Context: an optimization exercise on an open-source flow, tuned for small area, a short achievable clock period and few clock cycles per item. The choices shown serve that exercise and are no tape-out recipe.
In this exercise RTL edits were held to simulation tests only and were not proved equivalent to the original.
Power is estimated from default activity; no workload was simulated.

== red ==
Design rram_ternary_cim, start of the top module:
module rram_ternary_cim #(
    parameter ROWS = 16,
    parameter COLS = 16,
    parameter TRIT_WIDTH = 2     
)(
    input  wire                        clk,
    input  wire                        rst_n,
    input  wire [$clog2(ROWS)-1:0]     wr_row,
    input  wire [$clog2(COLS)-1:0]     wr_col,
    input  wire [TRIT_WIDTH-1:0]       wr_data,    
    input  wire                        wr_en,
    input  wire [ROWS*TRIT_WIDTH-1:0]  input_vector,   
    input  wire                        mac_start,
    output wire [COLS*8-1:0]           mac_result,     
    output reg                         mac_done,
    input  wire [$clog2(ROWS)-1:0]     rd_row,
    input  wire [$clog2(COLS)-1:0]     rd_col,
    output wire [TRIT_WIDTH-1:0]       rd_data
);
    reg  [ROWS*COLS*TRIT_WIDTH-1:0] xbar;
    reg  [ROWS-1:0] row_vld;
    wire [ROWS-1:0] row_n;      
    wire [COLS-1:0] col_n;      
    wire [COLS*TRIT_WIDTH-1:0] col_wd;
    cim_wdec u_wdec (.wr_en(wr_en), .wr_row(wr_row), .wr_col(wr_col), .wr_data(wr_data),
                     .row_vld(row_vld), .row_n(row_n), .col_n(col_n), .col_wd(col_wd));
    genvar gr, gc;
    generate
        for (gr = 0; gr < ROWS; gr = gr + 1) begin : g_wrow
            for (gc = 0; gc < COLS; gc = gc + 1) begin : g_wcell
                always @(posedge clk)
                    if (~(row_n[gr] | col_n[gc]))
                        xbar[(gr*COLS+gc)*2 +: 2] <= col_wd[gc*2 +: 2];
            end
        end
    endgenerate
    always @(posedge clk or negedge rst_n) begin
        if (!rst_n)
            row_vld <= {ROWS{1'b0}};
        else if (wr_en)
            row_vld[wr_row] <= 1'b1;
    end
  ...
export LEC_CHECK = 0
export CAP_MARGIN = 20
export CORE_MARGIN = 2
export CORE_UTILIZATION = 55
export CTS_BUF_LIST = sky130_fd_sc_hd__clkbuf_8
export CTS_CLUSTER_DIAMETER = 80
export CTS_CLUSTER_SIZE = 16
export SETUP_SLACK_MARGIN = 4.1
export SLEW_MARGIN = 20
export SYNTH_HIERARCHICAL = 1
export SYNTH_MINIMUM_KEEP_SIZE = 0
export TNS_END_PERCENT = 0
create_clock -name core_clock -period 10.0 [get_ports {clk}]
standard.sh (not shown) runs the stock make flow with config.mk's settings and CLKGATE_MAP_FILE= SYNTH_SCRIPT=/design/flow/synth_recipe.tcl, a recipe that flattens the netlist after the stock synthesis.
==> flow/flow/run.sh <==
#!/bin/bash
# Layout flow: the standard ORFS flow (standard.sh, all steps), except
# that the port buffers are sky130_fd_sc_hd__buf_2 instead of the buffer
# that buffer_ports picks on its own (a slow delay buffer).
set -e
export BUFFER_PORTS_ARGS="-buffer_cell sky130_fd_sc_hd__buf_2"
bash standard.sh > standard.log 2>&1
red | status: complete | timing, DRC, antenna: pass
Testbench counts of red, summed over its fixed seeds: cycles 1,568, macs 1,536.
Input-level comparison between blue and red:
- SETUP_SLACK_MARGIN: 4.1 -> 4.0
- CORE_UTILIZATION: 55 -> 70
Findings:
| met2 track demand over resource in global routing | blue vs red | 9.4 points higher |. Number of setup buffers added after CTS (higher): red. Higher ratio of final minimum period to clock period among red and blue: blue. Compared to red, blue has sequential share of layout area 0.64 points higher. Compared with red, blue shows wire length of the first global-routing pass that has gone down by a few percent.
Inputs modified between blue and green:
- a change of SETUP_SLACK_MARGIN from 4.0 to 3.8
- a change of CORE_UTILIZATION from 70 to 55
## What came out
Higher minimum clock period goes to green over blue.
After detailed routing, blue needs less wire than green.
green vs blue — total cell area at the placement stage climbed slightly
The final layout from green, which completed every stage, passed the timing, DRC and antenna checks at the end of the flow.
Going from blue to green, average detailed-routed wire length per instance shrinks by 5.7%.
Modified inputs, orange compared to green
- CTS_CLUSTER_SIZE no longer set, was 16
- CTS_CLUSTER_DIAMETER no longer set, was 80
==> summary.txt <==
[compare] base=green new=orange: CTS buffer count rose by about 120%; max-slew headroom at the worst pin fell by 1.4 points.
For maximum fanout along the worst path, green and orange come out practically identical.
orange ends up with a critical path depth that is 1 higher than in green.
As far as cell row count goes, orange and green are indistinguishable; the numbers are identical.
Shortest period the worst path allows on orange is behind green.


== oak ==
The RTL this note starts from:
==> flow/design.v <==
`timescale 1ns / 1ps
module rram_ternary_cim #(
    parameter ROWS = 16,
    parameter COLS = 16,
    parameter TRIT_WIDTH = 2     
)(
    input  wire                        clk,
    input  wire                        rst_n,
    input  wire [$clog2(ROWS)-1:0]     wr_row,
    input  wire [$clog2(COLS)-1:0]     wr_col,
    input  wire [TRIT_WIDTH-1:0]       wr_data,    
    input  wire                        wr_en,
    input  wire [ROWS*TRIT_WIDTH-1:0]  input_vector,   
    input  wire                        mac_start,
    output wire [COLS*8-1:0]           mac_result,     
    output reg                         mac_done,
    input  wire [$clog2(ROWS)-1:0]     rd_row,
    input  wire [$clog2(COLS)-1:0]     rd_col,
    output wire [TRIT_WIDTH-1:0]       rd_data
);
    reg  [ROWS*COLS*TRIT_WIDTH-1:0] xbar;
    reg  [ROWS-1:0] row_vld;
    wire [ROWS-1:0] row_n;      
    wire [COLS-1:0] col_n;      
    wire [COLS*TRIT_WIDTH-1:0] col_wd;
    cim_wdec u_wdec (.wr_en(wr_en), .wr_row(wr_row), .wr_col(wr_col), .wr_data(wr_data),
                     .row_vld(row_vld), .row_n(row_n), .col_n(col_n), .col_wd(col_wd));
    genvar gr, gc;
    generate
        for (gr = 0; gr < ROWS; gr = gr + 1) begin : g_wrow
            for (gc = 0; gc < COLS; gc = gc + 1) begin : g_wcell
                always @(posedge clk)
                    if (~(row_n[gr] | col_n[gc]))
                        xbar[(gr*COLS+gc)*2 +: 2] <= col_wd[gc*2 +: 2];
            end
        end
    endgenerate
    always @(posedge clk or negedge rst_n) begin
        if (!rst_n)
            row_vld <= {ROWS{1'b0}};
        else if (wr_en)
            row_vld[wr_row] <= 1'b1;
    end
    cim_rmux u_rmux (.xbar(xbar), .row_vld(row_vld), .rd_row(rd_row), .rd_col(rd_col),
                     .rd_data(rd_data));
    wire [ROWS-1:0] xp, xn;
    generate
        for (gr = 0; gr < ROWS; gr = gr + 1) begin : g_x
            assign xp[gr] = input_vector[2*gr] & ~input_vector[2*gr+1] & row_vld[gr];
            assign xn[gr] = input_vector[2*gr+1] & ~input_vector[2*gr] & row_vld[gr];
        end
        for (gc = 0; gc < COLS; gc = gc + 1) begin : g_res
            wire [ROWS*2-1:0] cv;
            wire [5:0] sum;
            for (gr = 0; gr < ROWS; gr = gr + 1) begin : g_cv
                assign cv[gr*2 +: 2] = xbar[(gr*COLS+gc)*2 +: 2];
            end
            cim_col u_col (.xp(xp), .xn(xn), .cv(cv), .sum(sum));
            reg [5:0] res;
            always @(posedge clk)
                res <= sum;
            assign mac_result[gc*8 +: 8] = {{2{res[5]}}, res};
        end
    endgenerate
    always @(posedge clk or negedge rst_n) begin
        if (!rst_n)
            mac_done <= 1'b0;
        else
            mac_done <= mac_start;
    end
endmodule
module cim_wdec (
    input  wire         wr_en,
    input  wire [3:0]   wr_row,
    input  wire [3:0]   wr_col,
    input  wire [1:0]   wr_data,
    input  wire [15:0]  row_vld,
    output wire [15:0]  row_n,
    output wire [15:0]  col_n,
    output wire [31:0]  col_wd
);
    wire row_first = ~row_vld[wr_row];
    wire [15:0] col_sel, col_en, row_sel;
    genvar i;
    generate
        for (i = 0; i < 16; i = i + 1) begin : g_dec
            assign col_sel[i] = wr_en & (wr_col == i);
            assign col_en[i]  = col_sel[i] | (wr_en & row_first);
            assign row_sel[i] = (wr_row == i);
            assign col_wd[i*2 +: 2] = wr_data & {2{col_sel[i]}};
            assign row_n[i] = ~row_sel[i];
            assign col_n[i] = ~col_en[i];
        end
    endgenerate
endmodule
module cim_rmux (
    input  wire [511:0] xbar,
    input  wire [15:0]  row_vld,
    input  wire [3:0]   rd_row,
    input  wire [3:0]   rd_col,
    output wire [1:0]   rd_data
);
    wire [15:0] rh = (16'd1 << rd_row) & row_vld;
    wire [15:0] ch = 16'd1 << rd_col;
    genvar c, b, r, h;
    generate
        for (b = 0; b < 2; b = b + 1) begin : g_b
            wire [31:0] hv;                  
            for (c = 0; c < 16; c = c + 1) begin : g_c
                wire [15:0] d;
                for (r = 0; r < 16; r = r + 1) begin : g_r
                    assign d[r] = xbar[(r*16+c)*2+b];
                end
                cim_ao8 u_lo (.s(rh[7:0]), .d(d[7:0]), .y(hv[2*c]));
                cim_ao8 u_hi (.s(rh[15:8]), .d(d[15:8]), .y(hv[2*c+1]));
            end
            wire [3:0] qv;                   
            for (h = 0; h < 4; h = h + 1) begin : g_q
                cim_ao8 u_q (.s({ch[4*h+3], ch[4*h+3], ch[4*h+2], ch[4*h+2],
                                 ch[4*h+1], ch[4*h+1], ch[4*h], ch[4*h]}),
                             .d(hv[8*h +: 8]), .y(qv[h]));
            end
            cim_or4 u_o (.a(qv), .y(rd_data[b]));
        end
    endgenerate
endmodule
module cim_ao8 (input wire [7:0] s, input wire [7:0] d, output wire y);
    assign y = |(s & d);
endmodule
module cim_or4 (input wire [3:0] a, output wire y);
    wire n0, n1;
    cim_nor2 u_n0 (.a(a[0]), .b(a[1]), .y(n0));
    cim_nor2 u_n1 (.a(a[2]), .b(a[3]), .y(n1));
    cim_nand2 u_y (.a(n0), .b(n1), .y(y));
endmodule
module cim_nor2 (input wire a, input wire b, output wire y);
    assign y = ~(a | b);
endmodule
module cim_nand2 (input wire a, input wire b, output wire y);
    assign y = ~(a & b);
endmodule
module cim_col (
    input  wire [15:0] xp,
    input  wire [15:0] xn,
    input  wire [31:0] cv,
    output wire [5:0]  sum
);
    wire [15:0] pa, pb;    
    genvar r;
    generate
        for (r = 0; r < 16; r = r + 1) begin : g_p
            assign pa[r] = (xp[r] & cv[2*r]) | (xn[r] & cv[2*r+1]);
            assign pb[r] = ~((xp[r] & cv[2*r+1]) | (xn[r] & cv[2*r]));
        end
    endgenerate
    wire s0 = pa[0] ^ pb[0];
    wire k0 = pa[0] & pb[0];
    wire s1, k1;
    cim_fa u_s1 (.a(pa[1]), .b(pb[1]), .c(pa[2]), .s(s1), .co(k1));
    wire s2, k2;
    cim_fa u_s2 (.a(pb[2]), .b(pa[3]), .c(pb[3]), .s(s2), .co(k2));
    wire s3, k3;
    cim_fa u_s3 (.a(pa[4]), .b(pb[4]), .c(pa[5]), .s(s3), .co(k3));
    wire s4, k4;
    cim_fa u_s4 (.a(pb[5]), .b(pa[6]), .c(pb[6]), .s(s4), .co(k4));
    wire s5, k5;
    cim_fa u_s5 (.a(pa[7]), .b(pb[7]), .c(pa[8]), .s(s5), .co(k5));
    wire s6, k6;
    cim_fa u_s6 (.a(pb[8]), .b(pa[9]), .c(pb[9]), .s(s6), .co(k6));
    wire s7, k7;
    cim_fa u_s7 (.a(pa[10]), .b(pb[10]), .c(pa[11]), .s(s7), .co(k7));
    wire s8, k8;
    cim_fa u_s8 (.a(pb[11]), .b(pa[12]), .c(pb[12]), .s(s8), .co(k8));
    wire s9, k9;
    cim_fa u_s9 (.a(pa[13]), .b(pb[13]), .c(pa[14]), .s(s9), .co(k9));
    wire s10, k10;
    cim_fa u_s10 (.a(pb[14]), .b(pa[15]), .c(pb[15]), .s(s10), .co(k10));
    wire s11, k11;
    cim_fa u_s11 (.a(s0), .b(s1), .c(s2), .s(s11), .co(k11));
    wire s12, k12;
    cim_fa u_s12 (.a(s3), .b(s4), .c(s5), .s(s12), .co(k12));
    wire s13, k13;
    cim_fa u_s13 (.a(s6), .b(s7), .c(s8), .s(s13), .co(k13));
    wire s14, k14;
    cim_fa u_s14 (.a(s9), .b(s10), .c(s11), .s(s14), .co(k14));
    wire s15, k15;
    cim_fa u_s15 (.a(s12), .b(s13), .c(s14), .s(s15), .co(k15));
    wire s16 = k0 ^ k1;
    wire k16 = k0 & k1;
    wire s17, k17;
    cim_fa u_s17 (.a(k2), .b(k3), .c(k4), .s(s17), .co(k17));
    wire s18, k18;
    cim_fa u_s18 (.a(k5), .b(k6), .c(k7), .s(s18), .co(k18));
    wire s19, k19;
    cim_fa u_s19 (.a(k8), .b(k9), .c(k10), .s(s19), .co(k19));
    wire s20, k20;
    cim_fa u_s20 (.a(s16), .b(k11), .c(k12), .s(s20), .co(k20));
    wire s21, k21;
    cim_fa u_s21 (.a(k13), .b(s17), .c(s18), .s(s21), .co(k21));
    wire s22, k22;
    cim_fa u_s22 (.a(s19), .b(k14), .c(s20), .s(s22), .co(k22));
    wire s23, k23;
    cim_fa u_s23 (.a(s21), .b(k15), .c(s22), .s(s23), .co(k23));
    wire s24 = k16 ^ k17;
    wire k24 = k16 & k17;
    wire s25, k25;
    cim_fa u_s25 (.a(k18), .b(k19), .c(s24), .s(s25), .co(k25));
    wire s26, k26;
    cim_fa u_s26 (.a(k20), .b(k21), .c(s25), .s(s26), .co(k26));
    wire s27, k27;
    cim_fa u_s27 (.a(k22), .b(s26), .c(k23), .s(s27), .co(k27));
    wire s28, k28;
    cim_fa u_s28 (.a(k24), .b(k25), .c(k26), .s(s28), .co(k28));
    wire s29 = s28 ^ k27;
    wire k29 = s28 & k27;
    assign sum[3:0] = {s29, s27, s23, s15};
    assign sum[4] = ~(k28 ^ k29);
    assign sum[5] = ~(k28 | k29);
endmodule
module cim_fa (input wire a, input wire b, input wire c, output wire s, output wire co);
    assign s = a ^ b ^ c;
    assign co = (a & b) | (a & c) | (b & c);
endmodule
Settings: LEC_CHECK=0, CAP_MARGIN=20, CORE_MARGIN=2, CORE_UTILIZATION=40, SETUP_SLACK_MARGIN=3.8, SLEW_MARGIN=20, SYNTH_HIERARCHICAL=1, SYNTH_MINIMUM_KEEP_SIZE=0; clock period 10.0 ns.
run.sh (not shown) runs the stock make flow with config.mk's settings and CLKGATE_MAP_FILE= SYNTH_SCRIPT=/design/flow/synth_recipe.tcl, a recipe that flattens the netlist after the stock synthesis.
Stock flow here: none of the scripts above is used.
oak: all stages complete, timing, DRC and antenna checks passed
Testbench counts of oak, summed over its fixed seeds: cycles 1,568, macs 1,536.
Input changes introduced in pine (baseline for comparison: oak):
==> flow/flow/run.sh (new file) <==
#!/bin/bash
# Layout flow: the standard ORFS flow (standard.sh, all steps), except
# that the port buffers are sky130_fd_sc_hd__buf_2 instead of the buffer
# that buffer_ports picks on its own (a slow delay buffer).
set -e
cp standard.sh standard.sh.txt
export BUFFER_PORTS_ARGS="-buffer_cell sky130_fd_sc_hd__buf_2"
bash standard.sh > standard.log 2>&1
==> flow/standard.sh (new file) <==
#!/bin/bash
# synth_recipe.tcl (not shown) runs the flow's synth.tcl, then flattens the netlist and writes it again
# the make line also repeats each setting of config.mk as NAME=value (left out here)
make -C /OpenROAD-flow-scripts/flow DESIGN_CONFIG=/design/flow/config.mk WORK_HOME=/design/flow/orfs CLKGATE_MAP_FILE= SYNTH_SCRIPT=/design/flow/synth_recipe.tcl "${@:-finish}"
removed: flow/run.sh
### Flow results
[pine vs oak] clock buffer count in the final layout: higher in pine
Global-route usage in pine vs oak: down 1.5 points
Maximum frequency down 0.63% in pine wrt oak
In pine, final critical-path required period is higher than in oak.


run A:
rram_ternary_cim with an RTL version that a note above also has.
Size in the first run: roughly 2,700 cells after synthesis, roughly 630 flip-flops, roughly 0.038 mm^2 of cells after synthesis.
## rram_ternary_cim
module rram_ternary_cim #(
    parameter ROWS = 16,
    parameter COLS = 16,
    parameter TRIT_WIDTH = 2     
)(
    input  wire                        clk,
    input  wire                        rst_n,
    input  wire [$clog2(ROWS)-1:0]     wr_row,
    input  wire [$clog2(COLS)-1:0]     wr_col,
    input  wire [TRIT_WIDTH-1:0]       wr_data,    
    input  wire                        wr_en,
    input  wire [ROWS*TRIT_WIDTH-1:0]  input_vector,   
    input  wire                        mac_start,
    output wire [COLS*8-1:0]           mac_result,     
    output reg                         mac_done,
    input  wire [$clog2(ROWS)-1:0]     rd_row,
    input  wire [$clog2(COLS)-1:0]     rd_col,
    output wire [TRIT_WIDTH-1:0]       rd_data
);
clock: 10.0 ns
lec_check: 0
cap_margin: 20
core_margin: 2
core_utilization: 70
cts_buf_list: sky130_fd_sc_hd__clkbuf_8
setup_slack_margin: 4.1
slew_margin: 20
synth_hierarchical: 1
synth_minimum_keep_size: 0
tns_end_percent: 0
standard.sh (not shown) runs the stock make flow with config.mk's settings and CLKGATE_MAP_FILE= SYNTH_SCRIPT=/design/flow/synth_recipe.tcl, a recipe that flattens the netlist after the stock synthesis.
==> flow/flow/run.sh <==
#!/bin/bash
# Layout flow: the standard ORFS flow (standard.sh, all steps), except
# that the port buffers are sky130_fd_sc_hd__buf_2 instead of the buffer
# that buffer_ports picks on its own (a slow delay buffer).
set -e
export BUFFER_PORTS_ARGS="-buffer_cell sky130_fd_sc_hd__buf_2"
bash standard.sh > standard.log 2>&1
Per the final summary, run A finished and its layout is clean on timing, DRC and antenna.
Testbench counts of run A, summed over its fixed seeds: cycles 1,568, macs 1,536.
The following lists how run B was set up differently from run A:
- an added CTS_CLUSTER_SIZE of 16
- a change of SETUP_SLACK_MARGIN from 4.1 to 4.2
- an added CTS_CLUSTER_DIAMETER of 80
Run A and run B ended up with nearly the same number of nets produced by synthesis.
Run A → run B: maximum frequency -1.6%; area growth from synthesis to layout -3.0 points.
From run A to run B the numbers moved as follows: via count of the routed design fell 1.0%, part of the power in combinational logic rose 4.2 points, final cycle utilization of the critical path rose 1.0 points.
Compared with run A, run B shows a total setup buffers inserted after CTS that is 3 higher.
Of run A and run B, the run reporting the higher setup slack was run A.
A cell with the largest stage delay on the worst path of sky130_fd_sc_hd__a22oi_2 is what run B shows, while sky130_fd_sc_hd__a22oi_1 belongs to run A.
On non-clock buffer count: between run A and run B, it ends up lower for run B.
Switching power share of the total: run B > run A
What run C does differently from run B at the input level:
- CORE_UTILIZATION now 55, was 70
- CTS_CLUSTER_DIAMETER no longer set, was 80
- SETUP_SLACK_MARGIN now 3.8, was 4.2
- CTS_CLUSTER_SIZE no longer set, was 16
==> flow/flow/run.sh <==
#!/bin/bash
# Layout flow: the standard ORFS flow (standard.sh, all steps), except
# that the port buffers are sky130_fd_sc_hd__buf_1 (the repair steps upsize those on critical paths) instead of the buffer
# that buffer_ports picks on its own (a slow delay buffer).
set -e
export BUFFER_PORTS_ARGS="-buffer_cell sky130_fd_sc_hd__buf_1"
bash standard.sh > standard.log 2>&1
- Compared with run B, in run C average routed wire per standard cell went down 12%; via count went down 1,576; routed length on met2 went up 4300 um.
> inputs changed (run C -> run D)
- changing CORE_UTILIZATION from 55 to 70
==> flow/flow/run.sh <==
#!/bin/bash
# Layout flow: the standard ORFS flow (standard.sh, all steps), except
# that the port buffers are sky130_fd_sc_hd__buf_2 instead of the buffer
# that buffer_ports picks on its own (a slow delay buffer).
set -e
export BUFFER_PORTS_ARGS="-buffer_cell sky130_fd_sc_hd__buf_2"
bash standard.sh > standard.log 2>&1
Findings:
- Run D against run C: summed area of non-filler cells in the final layout decreased 1.0%, register share of the cell area increased 0.43 points, total leakage power up 2.1%.
- Final standard cell count with taps included and fillers excluded down 7.1% in run D wrt run C

## port drivers added, routing unchanged
Ports are ideal in the flow. The routed layouts listed here were re-timed in OpenROAD. Step 1 (the two cells are an assumption about what drives the block):
set clk [get_ports {clk}]
set_driving_cell -lib_cell sky130_fd_sc_hd__clkbuf_16 $clk
set_driving_cell -lib_cell sky130_fd_sc_hd__buf_2 [delete_from_list [all_inputs] $clk]
Step 2, shift: input delay + t, output delay - t, t = (earliest + latest rising clock arrival at the registers) / 2. This alone moves slack from input paths to output paths. Three values: ideal, step 1, step 2; two values: the first two.
run | t, ns | setup slack, ns | hold WS [ns] | worst register clock-pin slew, ns | pins driven straight from the clock port
red | 0.758 | 3.928 / 3.736 / 3.278 | 0.615 / 0.615 / 0.615 | 0.11 / 0.11 | 1
blue | 0.764 | 3.895 / 3.713 / 3.235 | 0.625 / 0.625 / 0.625 | 0.11 / 0.11 | 1
green | 0.753 | 3.762 / 3.635 / 3.245 | 0.607 / 0.607 / 0.607 | 0.11 / 0.11 | 1
orange | 0.786 | 3.753 / 3.617 / 3.208 | 0.609 / 0.609 / 0.609 | 0.07 / 0.07 | 1
oak | 0.698 | 3.705 / 3.644 / 3.184 | 0.599 / 0.599 / 0.599 | 0.06 / 0.06 | 1
pine | 0.697 | 3.665 / 3.615 / 3.429 | 0.590 / 0.590 / 0.590 | 0.07 / 0.07 | 1
run A | 0.773 | 3.908 / 3.696 / 3.221 | 0.621 / 0.621 / 0.621 | 0.07 / 0.07 | 1
run B | 0.762 | 3.806 / 3.624 / 3.237 | 0.622 / 0.622 / 0.622 | 0.11 / 0.11 | 1
run C | 0.787 | 3.709 / 3.646 / 3.216 | 0.613 / 0.613 / 0.613 | 0.07 / 0.07 | 1
run D | 0.764 | 3.734 / 3.648 / 3.174 | 0.612 / 0.612 / 0.612 | 0.07 / 0.07 | 1
After both steps every run listed still meets setup and hold. For run A, which loses most, drivers alone change the setup slack by -0.212 ns; drivers and shift together by -0.687 ns.
